From an optimization exercise on the open Yosys and OpenROAD flow, aimed at small area, a short achievable clock period and few clock cycles; shortcuts taken in it are not production practice.
No run shown here included a check of the RTL's function; only the layout flow was run.
Power is estimated from default activity; no workload was simulated.

## flow/design.v (module list and top-level ports; edited modules follow where they fit)
// module JAM: 1232 lines
module JAM (
input CLK,
input RST,
output reg [2:0] W,
output reg [2:0] J,
input [6:0] Cost,
output reg [3:0] MatchCount,
output reg [9:0] MinCost,
output reg Valid );
  // ...
==> flow/run.sh <==
#!/bin/bash
# synth_recipe.tcl (not shown) runs the flow's synth.tcl, then flattens the netlist and writes it again
# the make line also repeats each setting of config.mk as NAME=value (left out here)
make -C /OpenROAD-flow-scripts/flow DESIGN_CONFIG=/design/flow/config.mk WORK_HOME=/design/flow/orfs CLKGATE_MAP_FILE= SYNTH_SCRIPT=/design/flow/synth_recipe.tcl finish
==> flow/config.mk <==
export PLATFORM = sky130hd
export DESIGN_NAME = JAM
export DESIGN_NICKNAME = JAM
export VERILOG_FILES = /design/flow/design.v
export SDC_FILE = /design/flow/constraint.sdc
export NUM_CORES = 4
export LEC_CHECK = 0
export ABC_AREA = 1
export CAP_MARGIN = 20
export CORE_MARGIN = 2
export CORE_UTILIZATION = 40
export SETUP_SLACK_MARGIN = 2.5
export SLEW_MARGIN = 20
export TNS_END_PERCENT = 100
==> flow/constraint.sdc <==
create_clock -name core_clock -period 5.0 [get_ports {CLK}]
set_input_delay 1.0000 -clock core_clock [delete_from_list [all_inputs] [get_ports {CLK}]]
set_output_delay 1.0000 -clock core_clock [all_outputs]
set_load 0.01 [all_outputs]
==> impl_metrics.py, run 1 <==
metrics = {
    "critical_path": {
        "worst_setup_path_end_kind": "primary output",
        "r2r_start": "TU3_123_3[2]$_DFF_P_",
        "path_cells": "clkdlybuf4s15_1",
        "cp.arrival_ns": 1.45,
        "critPathKind": "flip-flop to primary output",
        "cp-endpoint": "MinCost[8]",
    },
    "timing": {
        "finalCriticalPeriod_ns": 2.45,
        "setup_ws_ns": 2.55,
        "slew_headroom": 0.415,
        "drv_slew": 0,
    },
    "floorplan": {
        "core_um2": 159000,
        "row_count": 146,
    },
    "power_and_ir_drop": {
        "power.density_nw_per_um2": 630,
        "clk-power_uw": 11700,
        "leakagePower_uw": 0.0354,
    },
    "detailed_routing": {
        "post_drt_via_cell_ratio": 4.87,
        "routedWlPerCell_um": 18.1,
        "drcViolationCount": 0,
        "vias": 45700,
        "routed_wl_mm": 170,
        "wl_met1_mm": 77.9,
        "drtIter0Drc": 3331,
    },
    "clock_tree": {
        "numCtsBuffers": 152,
        "htreeDepth": 4,
        "ctsResizeCount": 49,
        "cts.clk_slew.worst_paths_ns": 0.06,
    },
    "logic_synthesis": {
        "yosysTopAreaCellShare": 0.446,
        "netlist_top_cells_area": "dfxtp_1, ha_1, nand2_1",
        "ys_types": 51,
        "synth_simple_gate_area_frac": 0.143,
        "synth-xor-area-share": 0.0486,
        "yosys_warnings": 1,
        "syn-num-nets": 7990,
    },
    "layout": {
        "clock_buffers": 203,
        "multi_input_area_share": 0.423,
        "clkCellAreaFrac": 0.0724,
    },
    "run_status": {
        "outcome": "finished clean",
    },
    "placement": {
        "place_area_um2": 66600,
        "dp_hpwl_mm": 134,
        "dp_worst_setup_slack_ns": 2.10,
    },
    "job": {
        "drv_cap": 0,
    },
    "grt": {
        "grt_pass1_wl_mm": 258,
    },
}
==> run 2: changes to the inputs <==
--- a/flow/config.mk
+++ b/flow/config.mk
@@ -9,6 +9,6 @@
 export CAP_MARGIN = 20
 export CORE_MARGIN = 2
 export CORE_UTILIZATION = 40
-export SETUP_SLACK_MARGIN = 2.5
+export SETUP_SLACK_MARGIN = 2.6
 export SLEW_MARGIN = 20
 export TNS_END_PERCENT = 100
==> run 2 against run 1 <==
Net effect:
- sequential share of layout area decreased by 0.080 points
- non-clock buffer count is 2 higher
- via count is 0.35% higher
- critical endpoint is now MinCost[9]
==> impl_metrics.py, run 2 <==
metrics = {
    "critical_path": {
        "critPathMaxStageDelay_ns": 0.40,
        "worst_setup_path_end_kind": "primary output",
        "path_cells": "buf_2",
        "critPathKind": "flip-flop to primary output",
        "cp_top_family": "flip-flops",
        "cp.required_ns": 4.00,
        "crit_buf_inv": 1,
        "crit_path_max_fanout": 2,
        "cp.arrival_ns": 1.35,
        "start_kind": "flip-flop",
        "crit_path_top_delay_cell": "edfxtp_1",
    },
    "detailed_routing": {
        "drt_first_pass_iters": 6,
        "final_antenna_net_count": 0,
        "routedWlPerCell_um": 18.2,
        "vias": 45800,
        "routed_wl_mm": 170,
        "drtIter0Drc": 3281,
        "post_drt_via_cell_ratio": 4.88,
        "drcViolationCount": 0,
    },
    "logic_synthesis": {
        "synth_largest_area_cell": "dfxtp_1",
        "synth_top_family_by_area": "adder cells",
        "async_flop_share": 0.0218,
        "ys_ff_latch": 1469,
        "yosysTopAreaCellShare": 0.446,
        "synth_compound_area_frac": 0.0859,
        "synth.avg_cell_area_um2": 9.11,
        "netlist_top_cells_area": "dfxtp_1, ha_1, nand2_1",
        "yosys_warnings": 1,
        "synth_simple_gate_area_frac": 0.143,
        "synth-xor-area-share": 0.0486,
        "yosysMostFrequentCell": "nand2_1",
        "syn-num-nets": 7990,
        "synth-edff-count": 14,
        "synth_fa_ha_area_frac": 0.198,
        "muxShareOfSynthArea": 0,
        "synth_common_cells": "nand2_1, dfxtp_1, inv_1",
        "ys_types": 51,
        "syn_inst": 7017,
        "syn-cell-area_um2": 63900,
        "ys_seq_area_frac": 0.465,
        "ys.flop_type": "dfxtp_1",
    },
    "layout": {
        "syn_to_final_growth_pct": 13.3,
        "instances_no_fill": 9384,
        "layout_commonest_cell": "nand2_1",
        "drive_gt1_frac": 0.0580,
        "fin_nets": 8160,
        "final_cell_mix": "nand2_1, dfxtp_1, inv_1",
        "fin_util": 0.457,
        "largestRegisters": "MinCost (10), tot (10)",
    },
    "floorplan": {
        "boundaryPins": 30,
        "row_count": 146,
        "initial_utilization": 0.403,
        "core_um2": 159000,
        "die_area_um2": 163000,
        "die_w_um": 404,
        "die-height_um": 404,
    },
    "timing": {
        "setup_total_negative_slack_ns": 0,
        "worst_slew_pin_slew_ns": 0.879,
        "slew_headroom": 0.412,
        "skew_ns": 0.0293,
        "grt_setup_unrepaired": "true",
        "timing_hold_violations_final": 0,
        "finalSetupViolCount": 0,
        "fmax_ghz": 0.425,
        "drv_slew": 0,
        "finalCriticalPeriod_ns": 2.35,
        "finalCritPeriodShare": 0.471,
    },
    "grt": {
        "grt_max_degree": 33,
        "grt_pass1_vias": 44700,
        "antenna_found_initial": 16,
        "gr-total-overflow": 0,
        "grt_pass1_wl_mm": 258,
        "grt_usage": 0.206,
    },
    "power_and_ir_drop": {
        "pwr-share-comb": 0.381,
        "leakagePower_uw": 0.0355,
        "switching_share": 0.396,
        "power.density_nw_per_um2": 634,
        "pwr-share-seq": 0.365,
        "netSwitchingPower_uw": 18200,
        "p_int_uw": 27700,
        "p_clk_frac": 0.255,
        "vdd_ir_drop_max_mv": 0.392,
    },
    "placement": {
        "dp_cells": 9066,
        "port_buffers": 29,
        "dp_hpwl_mm": 134,
        "place_congestion": 0.905,
    },
    "clock_tree": {
        "cts.clk_slew.worst_paths_ns": 0.06,
        "max-clock-path-buffers": 3,
        "clk_latency_ns": 0.79,
        "htreeDepth": 4,
        "cts_tree": "done",
        "numCtsBuffers": 152,
        "cts.sinks": 1469,
        "cts_root_buf": "clkbuf_16",
    },
    "min_path": {
        "hp-class": "flip-flop to flip-flop",
    },
    "run_status": {
        "outcome": "finished clean",
    },
    "job": {
        "drv_cap": 0,
    },
}
run 2: cell counts after synthesis:
Identical to the previous run, type by type.
run 2: kinds of logic (layout without fill, tap and decap cells):
group / Yosys count / count (layout)
compound gates: 981 / 981
xor+xnor: 355 / 355
fa+ha+maj: 964 / 964
buf+inv: 1004 / 1297
flops: 1469 / 1469
other cells: 0 / 1
simple gates: 2244 / 2245
run 2: routing by layer:
layer,routed length (µm),vias up,GRT usage
met4,4690,0,0.0629
li1,-,23200,-
met3,7100,270,0.0259
met5,0,-,0
met1,78400,21400,0.272
met2,80200,1001,0.350
run 2: metrics by stage:
stage | instance area (µm²) | hold slack, ns | power (µW) | setup slack, ns
floorplan | 63900 | 0.310 | 27700 | 2.78
global placement | 66600 | 0.310 | 33000 | 2.09
detailed placement | 66600 | 0.312 | 33400 | 2.10
CTS | 71900 | 0.319 | 45200 | 2.57
global route | 72400 | 0.322 | 49300 | 2.54
finish | 72400 | 0.310 | 45900 | 2.65
run 2: final timing paths:
kind | start | end | slack, ns | cells past startpoint
max | MinCost[9]$_DFFE_PP_ | MinCost[9] | 2.65 | 1
min | R2_7[6]$_DFF_P_ | R2_6[6]$_DFF_P_ | 0.31 | 0
max reg2reg | patD2[0]$_DFF_P_ | X2_2[5]$_DFF_P_ | 2.67 | 6
min reg2reg | R2_7[6]$_DFF_P_ | R2_6[6]$_DFF_P_ | 0.31 | 0
max in group asynchronous | RST | fst[4]$_DFF_PP0_ | 3.86 | 3
min in group asynchronous | RST | lst[4]$_DFF_PP0_ | 0.82 | 3
run 2: layout make-up:
class | count | area (µm²)
clock buffers | 203 | 4290
diodes | 1 | 2.50
flip-flops and latches | 1469 | 29700
multi-input cells | 4545 | 30700
repair inverters | 6 | 42.5
well taps | 2072 | 2590
clock inverters | 75 | 943
fillers | 15100 | 86100
inverters | 946 | 3610
repair buffers | 67 | 546
run 2: power by group through the flow:
stage,registers (µW),clock network (µW),logic (µW)
2_1_floorplan,15700,0,11900
3_3_place_gp,17000,0,16000
3_5_place_dp,17000,0,16300
4_1_cts,16800,11900,16500
5_1_grt,17000,12400,19900
6_report,16800,11700,17500
run 2: what timing repair did:
item	in CTS	in global routing
endpoints found under the setup margin	106	169
hold buffers	0	0
buffers inserted	13	19
cloned	0	7
pin swaps	2	12
gates resized for setup	88	93
==> run 3: changes to the inputs <==
--- a/flow/config.mk
+++ b/flow/config.mk
@@ -9,6 +9,6 @@
 export CAP_MARGIN = 20
 export CORE_MARGIN = 2
 export CORE_UTILIZATION = 40
-export SETUP_SLACK_MARGIN = 2.6
+export SETUP_SLACK_MARGIN = 2.7
 export SLEW_MARGIN = 20
 export TNS_END_PERCENT = 100
==> run 3 against run 2 <==
Net effect:
- flip-flop and latch count unchanged
- non-clock buffer count increased by 22
- combinational power about the same
- largest cell class unchanged
- largest power group unchanged
==> impl_metrics.py, run 3 <==
metrics = {
    "logic_synthesis": {
        "syn-cell-area_um2": 63900,
        "synth_compound_area_frac": 0.0859,
        "yosysMostFrequentCell": "nand2_1",
        "muxShareOfSynthArea": 0,
        "netlist_top_cells_area": "dfxtp_1, ha_1, nand2_1",
        "synth_top_family_by_area": "adder cells",
        "yosys_warnings": 1,
        "synth_common_cells": "nand2_1, dfxtp_1, inv_1",
        "ys_seq_area_frac": 0.465,
        "synth_largest_area_cell": "dfxtp_1",
        "yosysTopAreaCellShare": 0.446,
        "syn-num-nets": 7990,
        "async_flop_share": 0.0218,
        "synth_fa_ha_area_frac": 0.198,
        "ys_types": 51,
        "synth-edff-count": 14,
        "synth.avg_cell_area_um2": 9.11,
        "syn_inst": 7017,
        "synth-xor-area-share": 0.0486,
        "synth_simple_gate_area_frac": 0.143,
        "ys.flop_type": "dfxtp_1",
        "ys_ff_latch": 1469,
    },
    "grt": {
        "grt_pass1_vias": 44800,
        "gr-total-overflow": 0,
        "grt_pass1_wl_mm": 259,
        "grt_max_degree": 33,
        "grt_usage": 0.206,
        "antenna_found_initial": 15,
    },
    "timing": {
        "skew_ns": 0.0319,
        "finalCritPeriodShare": 0.470,
        "grt_setup_unrepaired": "true",
        "setup_total_negative_slack_ns": 0,
        "drv_slew": 0,
        "finalCriticalPeriod_ns": 2.35,
        "fmax_ghz": 0.425,
        "slew_headroom": 0.419,
        "timing_hold_violations_final": 0,
        "worst_slew_pin_slew_ns": 0.871,
        "finalSetupViolCount": 0,
    },
    "floorplan": {
        "die_w_um": 404,
        "initial_utilization": 0.403,
        "row_count": 146,
        "boundaryPins": 30,
        "core_um2": 159000,
        "die-height_um": 404,
        "die_area_um2": 163000,
    },
    "critical_path": {
        "crit_path_max_fanout": 2,
        "crit_path_top_delay_cell": "edfxtp_1",
        "start_kind": "flip-flop",
        "rrSetupSlack_ns": 2.77,
        "path_cells": "buf_2",
        "cp_top_family": "flip-flops",
        "cp.arrival_ns": 1.35,
        "critPathMaxStageDelay_ns": 0.40,
        "critPathKind": "flip-flop to primary output",
        "crit_buf_inv": 1,
        "cp.required_ns": 4.00,
        "worst_setup_path_end_kind": "primary output",
    },
    "clock_tree": {
        "max-clock-path-buffers": 3,
        "cts_root_buf": "clkbuf_16",
        "cts_tree": "done",
        "cts.clk_slew.worst_paths_ns": 0.06,
        "cts.sinks": 1469,
        "htreeDepth": 4,
        "numCtsBuffers": 152,
        "clk_latency_ns": 0.79,
    },
    "placement": {
        "port_buffers": 29,
        "place_area_um2": 66600,
        "dp_hpwl_mm": 134,
        "place_congestion": 0.905,
    },
    "layout": {
        "design_area_um2": 72800,
        "final_cell_mix": "nand2_1, dfxtp_1, inv_1",
        "syn_to_final_growth_pct": 13.9,
        "largestRegisters": "MinCost (10), tot (10)",
        "layout_commonest_cell": "nand2_1",
        "fin_nets": 8180,
        "drive_gt1_frac": 0.0694,
    },
    "detailed_routing": {
        "post_drt_via_cell_ratio": 4.88,
        "drtIter0Drc": 3218,
        "drt_first_pass_iters": 6,
        "routed_wl_mm": 170,
        "final_antenna_net_count": 0,
        "drcViolationCount": 0,
        "vias": 45900,
        "routedWlPerCell_um": 18.1,
    },
    "min_path": {
        "hp-class": "flip-flop to flip-flop",
    },
    "power_and_ir_drop": {
        "leakagePower_uw": 0.0357,
        "vdd_ir_drop_max_mv": 0.392,
        "finalPower_uw": 46200,
        "power.density_nw_per_um2": 634,
    },
    "job": {
        "drv_cap": 0,
    },
    "run_status": {
        "outcome": "finished clean",
    },
}
run 3: cell counts after synthesis:
Identical to the previous run, type by type.
run 3: per-stage QoR:
step                      hold slack, ns  utilization  cells  setup slack (ns)
after global placement             0.310        0.420   9066              2.09
after CTS                          0.319        0.454   9363              2.58
after floorplan                    0.310            -   7017              2.78
after global routing               0.322        0.459   9403              2.57
after detailed placement           0.312        0.420   9066              2.10
final                              0.311        0.459   9404              2.65
run 3: cell type report:
type                       instances  area, µm²
fill                           15000      85700
multi-input combinational       4545      30900
sequential                      1469      29700
clock buffer                     203       4290
inverter                         946       3610
tap                             2072       2590
clock inverter                    75        943
timing repair buffer              89        699
timing repair inverter             4       30.0
antenna                            1       2.50
run 3: per-layer routing:
layer / GRT usage / up-vias / wire length [µm]
li1: - / 23200 / -
met1: 0.272 / 21300 / 77900
met2: 0.350 / 1042 / 80100
met3: 0.0261 / 292 / 7370
met4: 0.0652 / 0 / 5090
met5: 0 / - / 0
run 3: what timing repair did:
item                       4_1_cts  5_1_grt
gates resized for setup        128      154
cloned                           0        5
hold buffers                     0        0
pin swaps                        5       33
buffers inserted                19       35
setup endpoints to repair      170      254
run 3: power breakdown:
group	internal [µW]	total (µW)	leakage, µW	switching (µW)
sequential	14400	16800	0.0125	2370
clock	6830	11700	0.00255	4850
combinational	6650	17700	0.0207	11100
run 3: logic make-up (layout without fill, tap and decap cells):
| kind of cell | Yosys count | after routing |
|---|---|---|
| simple gates | 2244 | 2245 |
| flops | 1469 | 1469 |
| buf+inv | 1004 | 1317 |
| compound gates | 981 | 981 |
| fa+ha+maj | 964 | 964 |
| xor+xnor | 355 | 355 |
| other cells | 0 | 1 |
run 3: path summary, 6_finish.rpt:
check / from / endpoint / cells past startpoint
worst max-delay path: MinCost[9]$_DFFE_PP_ / MinCost[9] / 1
worst min-delay path: R2_7[6]$_DFF_P_ / R2_6[6]$_DFF_P_ / 0
worst max register to register: BCB[0]$_DFF_P_ / flip-flop / 12
worst min register to register: R2_7[6]$_DFF_P_ / R2_6[6]$_DFF_P_ / 0
max in group asynchronous: RST / cnt[0]$_DFFE_PP0P_ / 3
min in group asynchronous: RST / lst[4]$_DFF_PP0_ / 3
==> run 4: changes to the inputs <==
--- a/flow/config.mk
+++ b/flow/config.mk
@@ -9,6 +9,6 @@
 export CAP_MARGIN = 20
 export CORE_MARGIN = 2
 export CORE_UTILIZATION = 40
-export SETUP_SLACK_MARGIN = 2.7
+export SETUP_SLACK_MARGIN = 2.9
 export SLEW_MARGIN = 20
 export TNS_END_PERCENT = 100
==> run 4 against run 3 <==
Net effect:
- still clean on timing, DRC and antenna
- combinational power increased by 8%
- total power increased by 4.2%
- die area unchanged
- non-clock buffer count increased by 31
- critical path depth unchanged
- global-route usage increased by 0.060 points
- synthesized cell count unchanged
- fmax decreased by 0.71%
- largest cell class unchanged
==> impl_metrics.py, run 4 <==
metrics = {
    "run_status": {
        "outcome": "finished clean",
    },
    "power_and_ir_drop": {
        "pwr-share-seq": 0.348,
        "power.density_nw_per_um2": 645,
        "finalPower_uw": 48100,
        "leakagePower_uw": 0.0363,
        "p_int_uw": 29100,
        "switching_share": 0.396,
        "vdd_ir_drop_max_mv": 0.383,
        "netSwitchingPower_uw": 19000,
        "p_clk_frac": 0.253,
        "pwr-share-comb": 0.399,
    },
    "logic_synthesis": {
        "yosys_warnings": 1,
        "async_flop_share": 0.0218,
        "ys_types": 51,
        "yosysMostFrequentCell": "nand2_1",
        "ys_ff_latch": 1469,
        "syn-num-nets": 7990,
        "yosysTopAreaCellShare": 0.446,
        "synth_largest_area_cell": "dfxtp_1",
        "synth_common_cells": "nand2_1, dfxtp_1, inv_1",
        "synth.avg_cell_area_um2": 9.11,
        "ys.flop_type": "dfxtp_1",
        "netlist_top_cells_area": "dfxtp_1, ha_1, nand2_1",
        "syn-cell-area_um2": 63900,
        "synth-edff-count": 14,
        "ys_seq_area_frac": 0.465,
        "syn_inst": 7017,
    },
    "detailed_routing": {
        "routedWlPerCell_um": 18.3,
        "drcViolationCount": 0,
        "vias": 46200,
        "drt_first_pass_iters": 7,
        "drtIter0Drc": 2983,
        "final_antenna_net_count": 0,
        "post_drt_via_cell_ratio": 4.89,
        "routed_wl_mm": 173,
    },
    "grt": {
        "grt_pass1_wl_mm": 259,
        "grt_pass1_vias": 45000,
        "gr-total-overflow": 0,
        "antenna_found_initial": 15,
        "grt_usage": 0.207,
        "grt_max_degree": 33,
    },
    "timing": {
        "setup_total_negative_slack_ns": 0,
        "finalCritPeriodShare": 0.474,
        "finalCriticalPeriod_ns": 2.37,
        "drv_slew": 0,
        "finalSetupViolCount": 0,
        "setup_ws_ns": 2.63,
        "fmax_ghz": 0.422,
        "skew_ns": 0.0369,
        "timing_hold_violations_final": 0,
        "grt_setup_unrepaired": "true",
        "whs_ns": 0.304,
        "slew_headroom": 0.451,
        "worst_slew_pin_slew_ns": 0.823,
    },
    "critical_path": {
        "cp.arrival_ns": 1.37,
        "cp_top_family": "flip-flops",
        "critPathMaxStageDelay_ns": 0.41,
        "critPathKind": "flip-flop to primary output",
        "path_depth": 1,
        "crit_path_top_delay_cell": "edfxtp_1",
        "crit_buf_inv": 1,
        "start_kind": "flip-flop",
        "r2r_cells": 12,
        "path_cells": "buf_2",
        "worst_setup_path_end_kind": "primary output",
        "crit_path_max_fanout": 2,
        "cp.required_ns": 4.00,
    },
    "layout": {
        "syn_to_final_growth_pct": 16.7,
        "fin_nets": 8221,
        "fin_util": 0.471,
        "final_cell_mix": "nand2_1, dfxtp_1, inv_1",
        "layout_commonest_cell": "nand2_1",
        "largestRegisters": "MinCost (10), tot (10)",
        "drive_gt1_frac": 0.109,
    },
    "floorplan": {
        "initial_utilization": 0.403,
        "core_um2": 159000,
        "die-height_um": 404,
        "die_w_um": 404,
        "boundaryPins": 30,
        "die_area_um2": 163000,
        "row_count": 146,
    },
    "min_path": {
        "worst_hold_path.num_cells": 0,
        "hp-class": "flip-flop to flip-flop",
    },
    "clock_tree": {
        "cts_tree": "done",
        "clk_latency_ns": 0.80,
        "max-clock-path-buffers": 3,
        "cts.sinks": 1469,
        "htreeDepth": 4,
        "numCtsBuffers": 155,
        "cts_root_buf": "clkbuf_16",
        "cts.clk_slew.worst_paths_ns": 0.06,
    },
    "placement": {
        "place_congestion": 0.934,
        "port_buffers": 29,
        "dp_hpwl_mm": 134,
        "dp_worst_setup_slack_ns": 2.23,
    },
    "job": {
        "drv_cap": 0,
    },
}
-- run 4: power by group through the flow --
stage                     combinational (µW)  clock, µW  sequential (µW)
after global placement                 16000          0            16900
after global routing                   21600      12900            17000
after floorplan                        11900          0            15700
after CTS                              17200      12400            16700
after detailed placement               16300          0            16900
final                                  19200      12200            16800
-- run 4: kinds of logic (layout without fill, tap and decap cells) --
group,Yosys count,after routing,share of synthesized area
AOI/OAI and AO/OA,981,984,0.0859
xor gates and xnor gates,355,355,0.0486
adders and majority gates,964,964,0.198
buffers and inverters,1004,1354,0.0596
DFF,1469,1469,0.465
other,0,3,0
and+or+nand+nor,2244,2248,0.143
-- run 4: per-stage QoR --
step,cells,cell area (µm²)
after global routing,9446,74600
after detailed placement,9067,66600
after floorplan,7017,64000
after global placement,9067,66600
after CTS,9388,72900
final,9449,74600
-- run 4: worst paths after layout --
check,from,to,slack [ns]
min reg2reg,R2_7[6]$_DFF_P_,R2_6[6]$_DFF_P_,0.30
min,R2_7[6]$_DFF_P_,R2_6[6]$_DFF_P_,0.30
max,MatchCount[3]$_DFFE_PP_,MatchCount[3],2.63
min in group asynchronous,RST,cnt[2]$_DFFE_PP0P_,0.80
max reg2reg,BCB[0]$_DFF_P_,flip-flop,2.76
max in group asynchronous,RST,cnt[1]$_DFFE_PP0P_,3.90
-- run 4: area by class of cell --
class                      instances  area (µm²)
inverter                         946        3640
antenna                            3        7.51
timing repair buffer             120        1010
clock inverter                    78        1100
multi-input combinational       4551       32000
sequential                      1469       29800
clock buffer                     205        4440
tap                             2072        2590
fill                           14800       83900
timing repair inverter             5        27.5
-- run 4: timing repair --
action / 4_1_cts / 5_1_grt
pin swaps: 27 / 75
cloned: 1 / 12
resized for setup: 250 / 378
hold buffers: 0 / 0
endpoints found under the hold margin: 0 / 0
setup buffers: 37 / 46
setup endpoints to repair: 298 / 350
-- run 4: per-layer routing --
metal,global-route usage,share of wire,vias up
li1,-,-,23300
met1,0.275,0.46,21500
met2,0.344,0.46,1086
met3,0.0266,0.044,291
met4,0.0765,0.035,0
met5,0,0,-
==> run 5: changes to the inputs <==
--- a/flow/config.mk
+++ b/flow/config.mk
@@ -9,6 +9,6 @@
 export CAP_MARGIN = 20
 export CORE_MARGIN = 2
 export CORE_UTILIZATION = 40
-export SETUP_SLACK_MARGIN = 2.9
+export SETUP_SLACK_MARGIN = 3.2
 export SLEW_MARGIN = 20
 export TNS_END_PERCENT = 100
==> run 5 against run 4 <==
Net effect:
- global-route usage rose by 0.94 points
- clock skew barely moved
- non-clock buffer count rose by 309
- still clean on timing, DRC and antenna
- die area did not move
- critical path depth did not move
- fmax fell by 0.50%
- sequential share of layout area fell by 3.9 points
- critical endpoint is now MinCost[7]
- clock power barely moved
- design area rose by 13%
- clock-buffer cell count rose by 1
==> impl_metrics.py, run 5 <==
metrics = {
    "detailed_routing": {
        "drt_first_pass_iters": 15,
        "wl_met1_mm": 81.2,
        "final_antenna_net_count": 0,
        "vias": 48800,
        "post_drt_via_cell_ratio": 5.00,
        "drcViolationCount": 0,
        "wl_met2_mm": 90.3,
        "top_layer": "met5",
        "wl_met3_mm": 8.51,
        "drtIter0Drc": 3218,
        "routedWlPerCell_um": 19.1,
        "routed_wl_mm": 187,
    },
    "logic_synthesis": {
        "async_flop_share": 0.0218,
        "ys.flop_type": "dfxtp_1",
        "synth_largest_area_cell": "dfxtp_1",
        "yosys_warnings": 1,
        "yosysTopAreaCellShare": 0.446,
        "synth-edff-count": 14,
        "syn-cell-area_um2": 63900,
        "syn-num-nets": 7990,
        "netlist_top_cells_area": "dfxtp_1, ha_1, nand2_1",
        "ys_seq_area_frac": 0.465,
        "ys_types": 51,
        "synth.avg_cell_area_um2": 9.11,
        "synth_common_cells": "nand2_1, dfxtp_1, inv_1",
        "yosysMostFrequentCell": "nand2_1",
        "ys_ff_latch": 1469,
        "syn_inst": 7017,
    },
    "power_and_ir_drop": {
        "p_int_uw": 33500,
        "pwr-share-seq": 0.312,
        "power.density_nw_per_um2": 669,
        "netSwitchingPower_uw": 22900,
        "pwr-share-comb": 0.476,
        "p_clk_frac": 0.213,
        "switching_share": 0.406,
        "finalPower_uw": 56400,
        "leakagePower_uw": 0.0391,
        "vdd_ir_drop_max_mv": 0.406,
    },
    "critical_path": {
        "start_kind": "flip-flop",
        "critPathKind": "flip-flop to primary output",
        "critPathMaxStageDelay_ns": 0.42,
        "path_cells": "buf_2",
        "critPathLaunch": "MinCost[7]$_DFFE_PP_",
        "crit_path_max_fanout": 2,
        "crit_buf_inv": 1,
        "cp.required_ns": 4.00,
        "cp.arrival_ns": 1.38,
        "r2r_start": "BCA[0]$_DFF_P_",
        "cp_top_family": "flip-flops",
        "worst_setup_path_end_kind": "primary output",
        "crit_path_top_delay_cell": "edfxtp_1",
    },
    "clock_tree": {
        "htreeDepth": 4,
        "cts_tree": "done",
        "clk_latency_ns": 0.81,
        "max-clock-path-buffers": 3,
        "numCtsBuffers": 150,
        "cts_root_buf": "clkbuf_16",
        "cts.sinks": 1469,
        "cts.clk_slew.worst_paths_ns": 0.07,
    },
    "grt": {
        "grt_max_degree": 33,
        "antenna_found_initial": 19,
        "gr-total-overflow": 0,
        "grt_pass1_wl_mm": 272,
        "grt_usage": 0.216,
        "grt_pass1_vias": 47800,
    },
    "layout": {
        "fin_util": 0.532,
        "drive_gt1_frac": 0.311,
        "largestRegisters": "MinCost (10), tot (10)",
        "fin_nets": 8547,
        "layout_commonest_cell": "nand2_1",
        "syn_to_final_growth_pct": 31.9,
        "final_cell_mix": "nand2_1, dfxtp_1, inv_1",
        "instances_no_fill": 9775,
    },
    "floorplan": {
        "core_um2": 159000,
        "initial_utilization": 0.403,
        "die-height_um": 404,
        "boundaryPins": 30,
        "die_w_um": 404,
        "row_count": 146,
        "die_area_um2": 163000,
    },
    "timing": {
        "worst_slew_pin_slew_ns": 0.822,
        "timing_hold_violations_final": 0,
        "slew_headroom": 0.452,
        "finalCritPeriodShare": 0.476,
        "drv_slew": 0,
        "skew_ns": 0.0367,
        "finalSetupViolCount": 0,
        "setup_total_negative_slack_ns": 0,
        "finalCriticalPeriod_ns": 2.38,
        "fmax_ghz": 0.420,
        "grt_setup_unrepaired": "true",
    },
    "job": {
        "drv_cap": 0,
    },
    "placement": {
        "dp_hpwl_mm": 134,
        "dp_cells": 9064,
        "place_congestion": 0.917,
        "port_buffers": 29,
    },
    "min_path": {
        "hold_start": "R4_0[3]$_DFF_P_",
        "hp-class": "flip-flop to flip-flop",
    },
    "run_status": {
        "outcome": "finished clean",
    },
}
[run 5: final timing paths]
kind / cells past startpoint / slack, ns / end
setup / recovery: 1 / 2.62 / MinCost[7]
hold reg to reg: 0 / 0.31 / R4_7[3]$_DFF_P_
max in group asynchronous: 2 / 3.73 / cnt[0]$_DFFE_PP0P_
hold / removal: 0 / 0.31 / R4_7[3]$_DFF_P_
setup reg to reg: 12 / 2.79 / flip-flop
min in group asynchronous: 2 / 0.85 / cnt[3]$_DFFE_PP0P_
[run 5: repair_timing]
action | CTS | global route
pin swaps | 346 | 619
hold buffers | 0 | 0
endpoints found under the hold margin | 0 | 0
cloned | 22 | 18
endpoints found under the setup margin | 616 | 555
buffers inserted | 227 | 163
resized for setup | 1290 | 1087
[run 5: logic make-up (layout without fill, tap and decap cells)]
logic type	Yosys count	after routing	synth area share
AO/OA/AOI/OAI	981	986	0.0859
XOR/XNOR	355	355	0.0486
adder cells (fa/ha/maj)	964	964	0.198
buffers and inverters	1004	1669	0.0596
flip-flops	1469	1469	0.465
other	0	3	0
AND/OR/NAND/NOR	2244	2257	0.143
[run 5: final cells by class]
cell class	instances	area, µm²
timing repair buffer	429	3880
sequential	1469	30400
fill	13600	74200
tap	2072	2590
antenna	3	7.51
timing repair inverter	16	146
multi-input combinational	4562	38100
clock buffer	206	4230
inverter	946	3780
clock inverter	72	1170
[run 5: power by group through the flow]
stage                     registers [µW]  clock network [µW]  logic (µW)
after floorplan                    15700                   0       12100
after global placement             17000                   0       16100
after detailed placement           17000                   0       16400
after CTS                          17200               12200       22100
after global routing               17800               12700       29300
final                              17600               12000       26800
[run 5: stage by stage]
| stage | cell area [µm²] | hold WS [ns] | worst slack [ns] |
|---|---|---|---|
| finish | 84300 | 0.306 | 2.62 |
| global route | 84300 | 0.318 | 2.56 |
| CTS | 78500 | 0.307 | 2.56 |
| detailed placement | 66800 | 0.312 | 2.16 |
| global placement | 66800 | 0.310 | 2.13 |
| floorplan | 64100 | 0.310 | 2.98 |
[run 5: layer usage]
layer,vias up,track usage
li1,24000,-
met1,23200,0.276
met2,1259,0.372
met3,409,0.0273
met4,2,0.0827
met5,-,0

==> what the ideal ports hide <==
In the flow no input, the clock included, has a driving cell. The finished layouts below were timed again as built, in two steps.
Step 1, drivers: a clkbuf_16 drives CLK and a buf_2 each remaining input, both assumed.
Step 2 moves the port delays by t, midway between the first and last clock arrival at a register: inputs arrive t later, outputs are due t later. That takes back most of the time a late clock gives input paths.
a / b / c = no drivers / after step 1 / after step 2; a / b = the first two.
run	t, ns	setup WS [ns]	pins driven straight from the clock port
run 1	0.851	2.552 / 2.478 / 2.523	1
run 2	0.847	2.645 / 2.571 / 2.526	1
run 3	0.847	2.648 / 2.575 / 2.541	1
run 4	0.851	2.631 / 2.558 / 2.577	1
run 5	0.865	2.619 / 2.544 / 2.566	1
After both steps every run listed still meets setup and hold. For run 2, which loses most, drivers alone change the setup slack by -0.074 ns; drivers and shift together by -0.119 ns.
